From an optimization exercise on the open Yosys and OpenROAD flow, aimed at small area and a short achievable clock period; shortcuts taken in it are not production practice. In this exercise RTL edits were held to simulation tests only and were not proved equivalent to the original. Power and IR drop assume default switching activity.

## flow/design.v (module list and top-level ports; edited modules follow where they fit)
// module DSP: 1797 lines
// module dsp_fa: 4 lines
// module dsp_ha: 4 lines
// module dsp_add18: 224 lines
// module dsp_add18_pg: 4 lines
module DSP(A, B, C, D, clk, rst_n, P);
  // ...
==> flow/flow/run.sh <==
#!/bin/bash
# The standard layout, with two changes to how it is made:
#  - the port buffers are plain sky130 buf_1 cells (the default pick is a slow delay cell),
#  - timing repair may swap cells across footprints (so it can resize those buffers).
set -euo pipefail
bash standard.sh "BUFFER_PORTS_ARGS=-buffer_cell sky130_fd_sc_hd__buf_1" MATCH_CELL_FOOTPRINT=0 finish > standard.log 2>&1
==> flow/standard.sh <==
#!/bin/bash
# synth_recipe.tcl (not shown) runs the flow's synth.tcl, then flattens the netlist and writes it again
# the make line also repeats each setting of config.mk as NAME=value (left out here)
make -C /OpenROAD-flow-scripts/flow DESIGN_CONFIG=/design/flow/config.mk WORK_HOME=/design/flow/orfs CLKGATE_MAP_FILE= SYNTH_SCRIPT=/design/flow/synth_recipe.tcl "${@:-finish}"
==> flow/config.mk <==
export PLATFORM = sky130hd
export DESIGN_NAME = DSP
export DESIGN_NICKNAME = DSP
export VERILOG_FILES = /design/flow/design.v
export SDC_FILE = /design/flow/constraint.sdc
export NUM_CORES = 4
export LEC_CHECK = 0
export CAP_MARGIN = 20
export CORE_MARGIN = 2
export CORE_UTILIZATION = 40
export CTS_BUF_LIST = sky130_fd_sc_hd__clkbuf_16
export CTS_CLUSTER_DIAMETER = 200
export CTS_CLUSTER_SIZE = 30
export SETUP_SLACK_MARGIN = 4.0
export SLEW_MARGIN = 20
export SYNTH_HIERARCHICAL = 1
==> flow/constraint.sdc <==
create_clock -name core_clock -period 7.0 [get_ports {clk}]
set_input_delay 1.4000 -clock core_clock [delete_from_list [all_inputs] [get_ports {clk}]]
set_output_delay 1.4000 -clock core_clock [all_outputs]
set_load 0.01 [all_outputs]
==> qor.csv, run 1 <==
metric,value,unit
outcome,no timing/DRC/antenna violations,
Setup CP Type,flop to flop,
Top power group,combinational logic,
Post-Syn Area,18400,µm²
register share of total power,31.4,%
drt first pass iters,5,
# diodes,0,
multi-input logic area,11100,µm²
main combinational cell family by area after synthesis,adder cells,
met3 wire length,1600,µm
Largest cell class,multi-input gates,
Comb pwr share,58.7,%
worst setup margin,4030,ps
# Post-CTS Setup Buffers,3,
P_comb,5.18,mW
Setup TNS,0,ps
hold path start,s1[1],
most common library cells after synthesis,"331 x and2_1, 289 x fa_1, 258 x dfrtp_1",
via count,10478,
sw power,3.74,mW
fin area,20200,µm²
Residual DRC,0,
"Clk pin slew, worst setup/hold paths",120,ps
H-tree levels,1,
crit path cell chain,"buf_4, and2_1, fa_1, fa_1, fa_1, fa_1",
WHS Endpoint,s2[1],
met3 global-route usage,2.06,%
sequential cell area share,35.8,%
final worst-path cycle share,42.4,%
Setup crit start,a1[8],
area share of the largest cell type after synthesis,35.0,%
R2R Path End,y2[13],
GRT met1 Usage,24.1,%
Hold Path Cell Cnt,0,
Seq Cell Count,294,
WL final,39800,µm
Core Rows,78,
CTS tree,done,
initial antenna violation count,0,
Setup Viol. Count Final,0,
sw frac,42.4,%
worst slew pin tran,891,ps
worst reg2reg setup slack,4030,ps
first-pass GRT wire length,64600,µm
==> run 2, diff against run 1 <==
--- a/flow/design.v
+++ b/flow/design.v
@@ -5,16 +5,17 @@
 output reg [47:0] P;
 reg  [17:0] s1, s2, s3, a1;
 reg  [4:0] ah;
 reg  [30:0] y0;
 reg  [30:0] y1;
 reg  [30:0] y2;
 reg  [47:0] z0;
 reg  [47:0] z1;
+reg  [9:0] zl;
 wire pp1;
 wire pp2;
 wire pp3;
 wire pp4;
 wire pp5;
 wire pp6;
 wire pp7;
 wire pp8;
@@ -1581,16 +1582,17 @@
 always @(posedge clk or negedge rst_n) begin
   if (!rst_n) begin
     P <= 0;
     y0 <= 0;
     y1 <= 0;
     y2 <= 0;
     z0 <= 0;
     z1 <= 0;
+    zl <= 0;
   end else begin
     y0[0] <= pp1;
     y0[1] <= pp19;
     y0[2] <= pp20;
     y0[3] <= pp4;
     y0[4] <= yhc370;
     y0[5] <= yfc371;
     y0[6] <= yfc372;
@@ -1667,25 +1669,16 @@
     y2[21] <= yfs388;
     y2[22] <= yfs389;
     y2[23] <= yfs390;
     y2[24] <= yfc390;
     y2[25] <= yfs392;
     y2[26] <= yfc392;
     y2[27] <= yfc393;
     y2[28] <= yfc394;
-    z0[0] <= y0[0];
-    z0[1] <= zhs597;
-    z0[2] <= zhc597;
-    z0[3] <= zfc598;
-    z0[4] <= zfc599;
-    z0[5] <= zfc600;
-    z0[6] <= zfc601;
-    z0[7] <= zfc602;
-    z0[8] <= zfc603;
     z0[9] <= zfc604;
     z0[10] <= zfc605;
     z0[11] <= zfc606;
     z0[12] <= zfc607;
     z0[13] <= zfc608;
     z0[14] <= zfc609;
     z0[15] <= zfc610;
     z0[16] <= zfc611;
@@ -1715,25 +1708,16 @@
     z0[40] <= C[40];
     z0[41] <= C[41];
     z0[42] <= C[42];
     z0[43] <= C[43];
     z0[44] <= C[44];
     z0[45] <= C[45];
     z0[46] <= C[46];
     z0[47] <= C[47];
-    z1[0] <= C[0];
-    z1[1] <= C[1];
-    z1[2] <= zfs598;
-    z1[3] <= zfs599;
-    z1[4] <= zfs600;
-    z1[5] <= zfs601;
-    z1[6] <= zfs602;
-    z1[7] <= zfs603;
-    z1[8] <= zfs604;
     z1[9] <= zfs605;
     z1[10] <= zfs606;
     z1[11] <= zfs607;
     z1[12] <= zfs608;
     z1[13] <= zfs609;
     z1[14] <= zfs610;
     z1[15] <= zfs611;
     z1[16] <= zfs612;
@@ -1751,25 +1735,44 @@
     z1[28] <= zfs624;
     z1[29] <= zfs625;
     z1[30] <= zfs626;
     z1[31] <= zfc626;
     z1[32] <= zfs628;
     z1[33] <= zfc628;
     z1[34] <= zfc629;
     z1[35] <= zfc630;
-    P <= z0 + z1;
+    zl <= {1'b0, {zfc603, zfc602, zfc601, zfc600, zfc599, zfc598, zhc597, zhs597, y0[0]}} + {1'b0, {zfs604, zfs603, zfs602, zfs601, zfs600, zfs599, zfs598, C[1], C[0]}};
+    P <= {z0[47:9] + z1[47:9] + zl[9], zl[8:0]};
     y0[30] <= 1'b0;
     y1[0] <= 1'b0;
     y1[29] <= 1'b0;
     y1[30] <= 1'b0;
     y2[0] <= 1'b0;
     y2[1] <= 1'b0;
     y2[29] <= 1'b0;
     y2[30] <= 1'b0;
+    z0[0] <= 1'b0;
+    z0[1] <= 1'b0;
+    z0[2] <= 1'b0;
+    z0[3] <= 1'b0;
+    z0[4] <= 1'b0;
+    z0[5] <= 1'b0;
+    z0[6] <= 1'b0;
+    z0[7] <= 1'b0;
+    z0[8] <= 1'b0;
+    z1[0] <= 1'b0;
+    z1[1] <= 1'b0;
+    z1[2] <= 1'b0;
+    z1[3] <= 1'b0;
+    z1[4] <= 1'b0;
+    z1[5] <= 1'b0;
+    z1[6] <= 1'b0;
+    z1[7] <= 1'b0;
+    z1[8] <= 1'b0;
     z1[36] <= 1'b0;
     z1[37] <= 1'b0;
     z1[38] <= 1'b0;
     z1[39] <= 1'b0;
     z1[40] <= 1'b0;
     z1[41] <= 1'b0;
     z1[42] <= 1'b0;
     z1[43] <= 1'b0;
==> qor.csv, run 2 <==
metric,value,unit,change
worst reg2reg setup slack,4060,ps,was 4030 ps
Setup CP Type,flop to flop,,unchanged
CTS tree,done,,unchanged
antenna violation net count after detailed routing,0,,unchanged
Pwr Density,442,nW/µm²,was 437 nW/µm²
CTS sink count,286,,was 294
per-cell routed wire length,18.4,µm,was 18.7 µm
1st-iter DRT viols,443,,was 458
cts bufs inserted,13,,unchanged
RSZ-0062 raised after global routing,true,,unchanged
outcome,no timing/DRC/antenna violations,,unchanged
Post-Syn Instances,1362,,was 1388
type of origin of the critical path,flop,,unchanged
most common library cells after synthesis,"330 x and2_1, 291 x fa_1, 250 x dfrtp_1",,"was 331 x and2_1, 289 x fa_1, 258 x dfrtp_1"
endpoint class of the critical path,flop,,unchanged
WHS Endpoint,s2[10],,was s2[1]
Area contributors post-synth,"dfrtp_1 35%, fa_1 32%, and2_1 11%",,"was dfrtp_1 35%, fa_1 31%, and2_1 11%"
Finished Layout Cells,2088,,was 2127
Clock Skews,27.4,ps,was 33.7 ps
Placement Cell Area,19300,µm²,was 19600 µm²
Residual DRC,0,,unchanged
FMAX,340,MHz,was 337 MHz
Hold Path Cell Cnt,0,,unchanged
hold path start,s1[10],,was s1[1]
Rel. slew slack,49.2,%,was 40.6%
final hold violation count,0,,unchanged
WL final,38500,µm,was 39800 µm
top_reg_cell synth,dfrtp_1,,unchanged
Syn Area/Cell,13.3,µm²,about the same
Setup TNS,0,ps,unchanged
Buf/Inv on CP,0,,was 1
worst r2r src,a1[5],,was a1[8]
die area,46900,µm²,was 47800 µm²
Post-Place Cells,2067,,was 2095
Bufs on Longest Clock Path,3,,unchanged
final worst path period need,2940,ps,was 2970 ps
largest net degree at the start of global routing,56,,was 131
Top Registers,"P: 48 flops, z0: 39 flops, y0: 30 flops",,"was P: 48 flops, z0: 48 flops, z1: 36 flops"
via count,10202,,was 10478
I/O Buffers,151,,unchanged
Worst Reg-to-Reg Cells,5,,was 6
CTS Hold Bufs,0,,unchanged
Layout Area Growth over Synthesis,9.02,%,was 9.38%
"commonest non-fill, non-tap cells in the layout","330 x and2_1, 280 x fa_1, 234 x dfrtp_1, 150 x buf_1, 71 x ha_1",,"was 331 x and2_1, 277 x fa_1, 240 x dfrtp_1, 150 x buf_1, 72 x ha_1"
root buffer cell,clkbuf_16,,unchanged
Worst Path Required,7400,ps,about the same
Slew Limit Fails,0,,unchanged
Setup crit start,a1[5],,was a1[8]
nets,1957,,was 1986
max reg flops,48,,
multi-input logic area,10900,µm²,was 11100 µm²
HPWL Detailed,29200,µm,was 29900 µm
layout cells sized above 1,5.48,%,was 6.48%
Post-Syn Area,18100,µm²,was 18400 µm²
syn nets,1829,,was 1854
# Post-CTS Setup Buffers,0,,was 3
Die Y,217,µm,was 219 µm
Critical Path AT,3340,ps,was 3360 ps
register area,7020,µm²,was 7220 µm²
R2R Path End,y2[15],,was y2[13]
"EDFF count, synth",0,,unchanged
routability cong.,0.853,,was 0.849
Worst Path Max Fanout,18,,was 16
# fillers,4046,,was 4214
area share of the largest cell type after synthesis,34.6,%,was 35.0%
worst slew pin tran,751,ps,was 891 ps
drt first pass iters,5,,unchanged
first-pass GRT wire length,63500,µm,was 64600 µm
Crit path max-delay family,adder cells,,unchanged
Die Span X,217,µm,was 219 µm
"Clk pin slew, worst setup/hold paths",120,ps,about the same
maximum vdd drop,0.000245,V,was 0.000193 V
max incr delay on CP,610,ps,was 600 ps
total track usage,17.2,%,was 17.4%
vias in the first global route,11543,,was 11854
Leak,8.58,nW,was 8.79 nW
H-tree levels,1,,unchanged
"FFs w/ async S/R, synth",87.4,%,was 87.8%
Vias/cell,4.89,,was 4.93
Setup Viol. Count Final,0,,unchanged
worst min path class,flop to flop,,unchanged
cell taking the most area after synthesis,dfrtp_1,,unchanged
"Clk Latency, worst-skew pair",520,ps,about the same
Most common cell on crit path,fa_1,,unchanged
slowest cell on the critical path,dfrtp_4,,unchanged
Synth warnings,7,,unchanged
number of synthesized register bits,286,,was 294
"commonest non-fill, non-tap cell in the layout",and2_1,,unchanged
Pwr Total,8.71,mW,was 8.82 mW
Max Cap Viol,0,,unchanged
Largest Register,P,,
synth unique cells,60,,was 70
initial core utilization,40.7,%,was 40.5%
initial antenna violation count,0,,unchanged
I/O pin count,152,,unchanged
post-synthesis sequential area ratio,38.6,%,was 38.9%
core footprint,44400,µm²,was 45500 µm²
fin area,19700,µm²,was 20200 µm²
GRT overflow,0,,unchanged
crit path cell chain,"and2_1, fa_1, fa_1, fa_1, fa_1",,"was buf_4, and2_1, fa_1, fa_1, fa_1, fa_1"
top-count cell post-synth,and2_1,,unchanged
final worst-path cycle share,42.0,%,was 42.4%
Core Rows,77,,was 78
# diodes,0,,unchanged
==> run 2: cell types whose count changed after synthesis, moves of 3 or more <==
cell,delta
o21ai_0,-10
nand3_1,-9
o21a_1,+9
dfrtp_1,-8
o21ai_1,+7
nor2_1,+6
xnor2_1,-5
a21oi_1,+4
nand2b_1,-4
a21oi_2,+3
buf_2,-3
inv_1,-3
==> run 2: cells by family (layout without fill, tap and decap cells) <==
kind of cell / Yosys count / after routing / share of synthesized area (%)
xor+xnor: 53 / 53 / 2.57
simple gates: 440 / 440 / 14.4
fa+ha+maj: 363 / 363 / 37.2
flops: 286 / 286 / 38.6
compound gates: 160 / 160 / 5.86
buf+inv: 60 / 194 / 1.30
==> run 2: area by class of cell <==
class	instances	share of cell area [%]
Multi-Input combinational cell	1016	55.4
Sequential cell	286	35.6
Tap cell	592	3.76
Timing Repair Buffer	155	3.05
Clock buffer	13	1.65
Inverter	18	0.343
Clock inverter	8	0.216
==> run 2: per-module statistics from Yosys, one instance, submodules excluded <==
module / cell area, µm² / flops+latches / cells inside
DSP: 11300 / 286 / 950
dsp_add18: 601 / 0 / 88
dsp_add18_pg: 225 / 0 / 18
dsp_fa: 20.0 / 0 / 1
dsp_ha: 12.5 / 0 / 1
==> run 2: power breakdown <==
group	switching (mW)	total (mW)	internal [mW]
registers	0.381	2.73	2.35
logic	2.77	5.11	2.34
clock network	0.523	0.873	0.350
total	3.67	8.71	5.04
==> run 2: worst max-delay path by stage <==
stage	end	slack [ps]	cells after the start
after floorplan	z1[19]	3780	4
after global placement	z1[21]	3580	5
after detailed placement	z1[21]	3530	5
after CTS	z1[30]	4000	5
after global routing	z1[30]	3990	5
final	y2[15]	4060	5
==> run 2: metal layers <==
layer | vias to the layer above | GRT usage (%) | share of wire (%)
met5 | - | 0 | 0
met4 | 0 | 4.09 | 1.7
met3 | 35 | 1.67 | 3.3
met2 | 188 | 27.6 | 47
met1 | 5352 | 25.3 | 48
li1 | 4627 | - | -
==> run 2: what timing repair did <==
| item | CTS | global route |
|---|---|---|
| endpoints found under the hold margin | 0 | 0 |
| gates resized for setup | 19 | 13 |
| pin swaps | 0 | 0 |
| setup endpoints to repair | 15 | 13 |
==> run 2: stage by stage <==
step	worst slack (ps)	hold WS, ps	utilization, %
3_5_place_dp	3530	327	43.4
2_1_floorplan	3780	324	-
3_3_place_gp	3580	325	43.4
4_1_cts	4000	348	44.3
5_1_grt	3990	357	44.4
6_report	4060	348	44.4
==> run 3, diff against run 2 <==
--- a/flow/config.mk
+++ b/flow/config.mk
@@ -13,2 +13,3 @@
 export CTS_CLUSTER_SIZE = 30
+export PLACE_DENSITY = 0.8
 export SETUP_SLACK_MARGIN = 4.0
==> qor.csv, run 3 <==
metric,value,unit,change
outcome,no timing/DRC/antenna violations,,unchanged
Worst Path Required,7370,ps,was 7400 ps
most common library cells after synthesis,"330 x and2_1, 291 x fa_1, 250 x dfrtp_1",,unchanged
final core utilization,44.4,%,about the same
antenna violation net count after detailed routing,0,,unchanged
crit path cell chain,"and2_1, fa_1, fa_1, fa_1, fa_1",,unchanged
Die Span X,217,µm,unchanged
Post-Syn Area,18100,µm²,unchanged
H-tree levels,1,,unchanged
CTS sink count,286,,unchanged
largest net degree at the start of global routing,184,,was 56
syn nets,1829,,unchanged
drt first pass iters,5,,unchanged
Setup TNS,0,ps,unchanged
Synth warnings,7,,unchanged
I/O Buffers,151,,unchanged
maximum vdd drop,0.000224,V,was 0.000245 V
number of synthesized register bits,286,,unchanged
type of origin of the critical path,flop,,unchanged
Worst Reg-to-Reg Cells,5,,unchanged
endpoint class of the critical path,flop,,unchanged
max reg flops,48,,unchanged
first-pass GRT wire length,63600,µm,was 63500 µm
"EDFF count, synth",0,,unchanged
Clock Skews,31.9,ps,was 27.4 ps
CTS tree,done,,unchanged
vias in the first global route,12192,,was 11543
Leak,8.59,nW,was 8.58 nW
Max Cap Viol,0,,unchanged
Top Registers,"P: 48 flops, z0: 39 flops, y0: 30 flops",,unchanged
Critical Path AT,3330,ps,was 3340 ps
Area contributors post-synth,"dfrtp_1 35%, fa_1 32%, and2_1 11%",,unchanged
layout cells sized above 1,5.48,%,about the same
synth unique cells,60,,unchanged
GRT overflow,0,,unchanged
multi-input logic area,10900,µm²,unchanged
WL final,38900,µm,was 38500 µm
root buffer cell,clkbuf_16,,unchanged
CTS Hold Bufs,0,,unchanged
final worst-path cycle share,42.2,%,was 42.0%
final hold violation count,0,,unchanged
area share of the largest cell type after synthesis,34.6,%,unchanged
cts bufs inserted,13,,unchanged
worst min path class,flop to flop,,unchanged
Worst Path Max Fanout,14,,was 18
Core Rows,77,,unchanged
HPWL Detailed,29400,µm,was 29200 µm
nets,1956,,was 1957
via count,10536,,was 10202
max incr delay on CP,690,ps,was 610 ps
Slew Limit Fails,0,,unchanged
"Clk Latency, worst-skew pair",510,ps,was 520 ps
Setup CP Type,flop to flop,,unchanged
final worst path period need,2950,ps,was 2940 ps
Layout Area Growth over Synthesis,9.17,%,was 9.02%
"commonest non-fill, non-tap cell in the layout",and2_1,,unchanged
register area,7020,µm²,about the same
per-cell routed wire length,18.6,µm,was 18.4 µm
Hold Path Cell Cnt,0,,unchanged
"Clk pin slew, worst setup/hold paths",120,ps,about the same
I/O pin count,152,,unchanged
FMAX,338,MHz,was 340 MHz
Vias/cell,5.05,,was 4.89
1st-iter DRT viols,551,,was 443
Most common cell on crit path,fa_1,,unchanged
core footprint,44400,µm²,unchanged
Syn Area/Cell,13.3,µm²,unchanged
top-count cell post-synth,and2_1,,unchanged
die area,46900,µm²,unchanged
"FFs w/ async S/R, synth",87.4,%,unchanged
Bufs on Longest Clock Path,3,,unchanged
Residual DRC,0,,unchanged
initial core utilization,40.7,%,unchanged
Largest Register,P,,unchanged
Die Y,217,µm,unchanged
# fillers,3923,,was 4046
Setup Viol. Count Final,0,,unchanged
routability cong.,0.867,,was 0.853
total track usage,17.1,%,was 17.2%
"commonest non-fill, non-tap cells in the layout","330 x and2_1, 280 x fa_1, 232 x dfrtp_1, 150 x buf_1, 71 x ha_1",,"was 330 x and2_1, 280 x fa_1, 234 x dfrtp_1, 150 x buf_1, 71 x ha_1"
Hold Slack,321,ps,was 348 ps
worst slew pin tran,860,ps,was 751 ps
Pwr Density,442,nW/µm²,about the same
top_reg_cell synth,dfrtp_1,,unchanged
post-synthesis sequential area ratio,38.6,%,unchanged
Rel. slew slack,41.9,%,was 49.2%
slowest cell on the critical path,dfxtp_1,,was dfrtp_4
initial antenna violation count,1,,was 0
Post-Syn Instances,1362,,unchanged
cell taking the most area after synthesis,dfrtp_1,,unchanged
RSZ-0062 raised after global routing,true,,unchanged
[run 3: cell counts after synthesis]
Identical to the previous run, type by type.
[run 3: critical path, delay by kind of cell, from the launching register on]
family        cells  cell delay (ps)
fa+ha+maj         4             1880
flops             1              690
simple gates      1              260
[run 3: per-stage QoR]
step	total power [mW]	setup slack (ps)	cells	instance area, µm²
global route	9.58	4000	2087	19700
global placement	7.49	3590	2065	19300
detailed placement	7.85	3540	2065	19300
CTS	8.76	4000	2086	19700
floorplan	6.36	3780	1362	18100
finish	8.72	4050	2088	19700
[run 3: kinds of logic (layout without fill, tap and decap cells)]
family	after synthesis	after routing	share of synthesized area, %
AOI/OAI and AO/OA	160	160	5.86
xor gates and xnor gates	53	53	2.57
adders and majority gates	363	363	37.2
buffers and inverters	60	193	1.30
DFF	286	286	38.6
other	0	1	0
and+or+nand+nor	440	440	14.4
[run 3: worst paths after layout]
check | from | end | slack, ps
setup / recovery | s2[1] | y2[14] | 4050
hold / removal | s1[12] | s2[12] | 320
setup reg to reg | s2[1] | y2[14] | 4050
hold reg to reg | s1[12] | s2[12] | 320
max in group asynchronous | rst_n | ah[4] | 4750
min in group asynchronous | rst_n | s1[0] | 900
[run 3: timing repair]
action / CTS / global route
endpoints found under the hold margin: 0 / 0
gates resized for setup: 15 / 17
buffers inserted: 0 / 0
endpoints found under the setup margin: 13 / 13
[run 3: metal layers]
layer  part of all wire [%]  routed length [µm]  global-route usage (%)  vias up
li1                       -                   -                       -     4637
met1                     42               16500                    22.2     5464
met3                    4.8                1870                    2.06       75
met2                     50               19500                    29.8      360
met5                      0                   0                       0        -
met4                    2.6                1010                    5.57        0
[run 3: modules after synthesis, one instance, submodules excluded]
module	times used	cell area, µm²
DSP	1	11300
dsp_add18_pg	1	225
dsp_add18	1	601
dsp_ha	18	12.5
dsp_fa	288	20.0
[run 3: area by class of cell]
cell class | count | area share, %
tap | 592 | 3.76
sequential | 286 | 35.6
timing repair buffer | 154 | 3.17
antenna | 1 | 0.0127
clock buffer | 13 | 1.65
multi-input combinational | 1016 | 55.3
clock inverter | 8 | 0.216
inverter | 18 | 0.343
[run 3: power breakdown]
part / internal [mW] / switching, mW / total, mW
combinational: 2.35 / 2.79 / 5.14
clock: 0.350 / 0.516 / 0.866
sequential: 2.35 / 0.374 / 2.72
==> run 4, diff against run 3 <==
--- a/flow/config.mk
+++ b/flow/config.mk
@@ -12,4 +12,3 @@
 export CTS_CLUSTER_DIAMETER = 200
-export CTS_CLUSTER_SIZE = 30
-export PLACE_DENSITY = 0.8
+export CTS_CLUSTER_SIZE = 24
 export SETUP_SLACK_MARGIN = 4.0
==> qor.csv, run 4 <==
metric,value,unit,change
Pwr Total,8.74,mW,was 8.72 mW
R2R Path End,y2[15],,was y2[14]
WHS Endpoint,s2[16],,was s2[12]
Layout Area Growth over Synthesis,9.28,%,was 9.17%
# Post-CTS Setup Buffers,0,,unchanged
Comb pwr share,58.2,%,was 58.9%
# diodes,0,,was 1
final hold violation count,0,,unchanged
sw frac,41.9,%,was 42.2%
Setup TNS,0,ps,unchanged
die area,46900,µm²,unchanged
"Clk pin slew, worst setup/hold paths",110,ps,was 120 ps
I/O pin count,152,,unchanged
routability cong.,0.853,,was 0.867
Die Span X,217,µm,unchanged
root buffer cell,clkbuf_16,,unchanged
Post-Syn Area,18100,µm²,unchanged
outcome,no timing/DRC/antenna violations,,unchanged
endpoint class of the critical path,flop,,unchanged
final worst path period need,2930,ps,was 2950 ps
clock share of power,10.6,%,was 9.9%
Hold Slack,322,ps,was 321 ps
drt first pass iters,4,,was 5
first-pass GRT wire length,63600,µm,about the same
total track usage,17.2,%,was 17.1%
RSZ-0062 raised after global routing,false,,was true
top-count cell post-synth,and2_1,,unchanged
Area contributors post-synth,"dfrtp_1 35%, fa_1 32%, and2_1 11%",,unchanged
per-cell routed wire length,18.5,µm,was 18.6 µm
Leak,8.61,nW,was 8.59 nW
CTS tree,done,,unchanged
cts bufs inserted,15,,was 13
final core utilization,44.5,%,was 44.4%
worst r2r src,a1[5],,was s2[1]
Clock Skews,24.8,ps,was 31.9 ps
internal power,5.08,mW,was 5.04 mW
Residual DRC,0,,unchanged
Post-Place Cells,2067,,was 2065
"commonest non-fill, non-tap cell in the layout",and2_1,,unchanged
Finished Layout Cells,2092,,was 2088
FMAX,341,MHz,was 338 MHz
Worst Path Required,7400,ps,was 7370 ps
Max Cap Viol,0,,unchanged
max incr delay on CP,610,ps,was 690 ps
Crit path max-delay family,adder cells,,unchanged
Most common cell on crit path,fa_1,,unchanged
worst min path class,flop to flop,,unchanged
final worst-path cycle share,41.9,%,was 42.2%
"Clk Latency, worst-skew pair",530,ps,was 510 ps
type of origin of the critical path,flop,,unchanged
"EDFF count, synth",0,,unchanged
post-synthesis sequential area ratio,38.6,%,unchanged
slowest cell on the critical path,dfrtp_4,,was dfxtp_1
Syn Area/Cell,13.3,µm²,unchanged
top_reg_cell synth,dfrtp_1,,unchanged
antenna violation net count after detailed routing,0,,unchanged
nets,1959,,was 1956
Vias/cell,4.89,,was 5.05
hold path start,s1[16],,was s1[12]
HPWL Detailed,29200,µm,was 29400 µm
Setup CP Type,flop to flop,,unchanged
Worst Path Max Fanout,18,,was 14
worst slew pin tran,747,ps,was 860 ps
"worst slack, placed",3530,ps,was 3540 ps
layout cells sized above 1,5.60,%,was 5.48%
crit path cell chain,"and2_1, fa_1, fa_1, fa_1, fa_1",,unchanged
Hold Path Cell Cnt,0,,unchanged
core footprint,44400,µm²,unchanged
Top Registers,"P: 48 flops, z0: 39 flops, y0: 30 flops",,unchanged
Largest Register,P,,unchanged
1st-iter DRT viols,464,,was 551
synth unique cells,60,,unchanged
syn nets,1829,,unchanged
CTS Hold Bufs,0,,unchanged
Core Rows,77,,unchanged
register share of total power,31.2,%,about the same
H-tree levels,1,,unchanged
I/O Buffers,151,,unchanged
Pwr Density,443,nW/µm²,was 442 nW/µm²
Setup Viol. Count Final,0,,unchanged
Die Y,217,µm,unchanged
max reg flops,48,,unchanged
Critical Path AT,3340,ps,was 3330 ps
Setup crit start,a1[5],,was s2[1]
Rel. slew slack,49.5,%,was 41.9%
initial antenna violation count,0,,was 1
"commonest non-fill, non-tap cells in the layout","330 x and2_1, 280 x fa_1, 233 x dfrtp_1, 150 x buf_1, 71 x ha_1",,"was 330 x and2_1, 280 x fa_1, 232 x dfrtp_1, 150 x buf_1, 71 x ha_1"
Placement Cell Area,19300,µm²,about the same
worst setup margin,4070,ps,was 4050 ps
Synth warnings,7,,unchanged
via count,10226,,was 10536
"FFs w/ async S/R, synth",87.4,%,unchanged
CTS sink count,286,,unchanged
Bufs on Longest Clock Path,3,,unchanged
fin area,19700,µm²,about the same
Post-Syn Instances,1362,,unchanged
most common library cells after synthesis,"330 x and2_1, 291 x fa_1, 250 x dfrtp_1",,unchanged
vias in the first global route,11528,,was 12192
maximum vdd drop,0.000225,V,was 0.000224 V
GRT overflow,0,,unchanged
worst reg2reg setup slack,4070,ps,was 4050 ps
initial core utilization,40.7,%,unchanged
area share of the largest cell type after synthesis,34.6,%,unchanged
cell taking the most area after synthesis,dfrtp_1,,unchanged
sw power,3.66,mW,was 3.68 mW
largest net degree at the start of global routing,56,,was 184
number of synthesized register bits,286,,unchanged
Slew Limit Fails,0,,unchanged
Buf/Inv on CP,0,,unchanged
Worst Reg-to-Reg Cells,5,,unchanged
WL final,38600,µm,was 38900 µm
## run 4: worst max-delay path by stage
stage / endpoint / slack (ps) / depth (start not counted)
global route: y2[13] / 4000 / 5
CTS: y2[19] / 4000 / 5
finish: y2[15] / 4070 / 5
detailed placement: z1[21] / 3530 / 5
floorplan: z1[19] / 3780 / 4
global placement: z1[21] / 3580 / 5
## run 4: repair_timing
action                                  CTS  global route
gates resized for setup                  15            18
endpoints found under the setup margin   15            16
cloned                                    0             0
endpoints found under the hold margin     0             0
## run 4: logic make-up (layout without fill, tap and decap cells)
family	after synthesis	in the layout	synth area share, %
buf+inv	60	198	1.30
fa+ha+maj	363	363	37.2
xor+xnor	53	53	2.57
flops	286	286	38.6
compound gates	160	160	5.86
simple gates	440	440	14.4
## run 4: modules after synthesis, one instance, submodules excluded
module        flip-flops and latches  cell area [µm²]  times used  cells
dsp_fa                             0             20.0         288      1
dsp_add18_pg                       0              225           1     18
dsp_ha                             0             12.5          18      1
DSP                              286            11300           1    950
dsp_add18                          0              601           1     88
## run 4: power by group through the flow
stage | logic (mW) | registers (mW) | clock network (mW)
floorplan | 3.73 | 2.63 | 0
global placement | 4.93 | 2.76 | 0
detailed placement | 5.16 | 2.77 | 0
CTS | 5.17 | 2.73 | 0.980
global route | 5.87 | 2.80 | 1.03
finish | 5.08 | 2.73 | 0.927
## run 4: layout make-up
class | instances | area (µm²)
multi-input cells | 1016 | 10900
clock inverters | 10 | 37.5
repair buffers | 155 | 601
clock buffers | 15 | 375
flip-flops and latches | 286 | 7020
inverters | 18 | 67.6
fillers | 4046 | 24700
well taps | 592 | 741
## run 4: metal layers
layer	GRT usage, %	part of all wire, %
met1	25.1	48
met2	27.8	47
met3	1.88	3.9
met4	4.27	1.9
met5	0	0

port drivers added, routing unchanged:
The results above use ideal ports. As a check the final layouts listed here were re-extracted and re-timed, cells and wires unchanged.
Step 1: set_driving_cell puts a clkbuf_16 on clk and a buf_2 on each other input, an assumption about the parent block.
Step 2 moves the port delays by t, midway between the first and last clock arrival at a register: inputs arrive t later, outputs are due t later. That takes back most of the time a late clock gives input paths.
Slacks: ideal ports / drivers / drivers and shift; pairs: ideal ports / drivers.
| run | t (ns) | slack for setup (ns) | worst setup path after step 2 | latest minus earliest clock arrival (ns) | worst slew at a driven data input, ns |
|---|---|---|---|---|---|
| run 1 | 0.556 | 4.033 / 4.033 / 3.556 | input to register | 0.034 / 0.034 | 0.04 |
| run 2 | 0.555 | 4.059 / 4.059 / 3.570 | input to register | 0.028 / 0.028 | 0.07 |
| run 3 | 0.549 | 4.046 / 4.046 / 3.547 | input to register | 0.033 / 0.032 | 0.06 |
| run 4 | 0.566 | 4.068 / 4.068 / 3.556 | input to register | 0.025 / 0.025 | 0.07 |
After both steps every run listed still meets setup and hold. For run 4, which loses most, drivers alone change the setup slack by 0.000 ns; drivers and shift together by -0.512 ns.
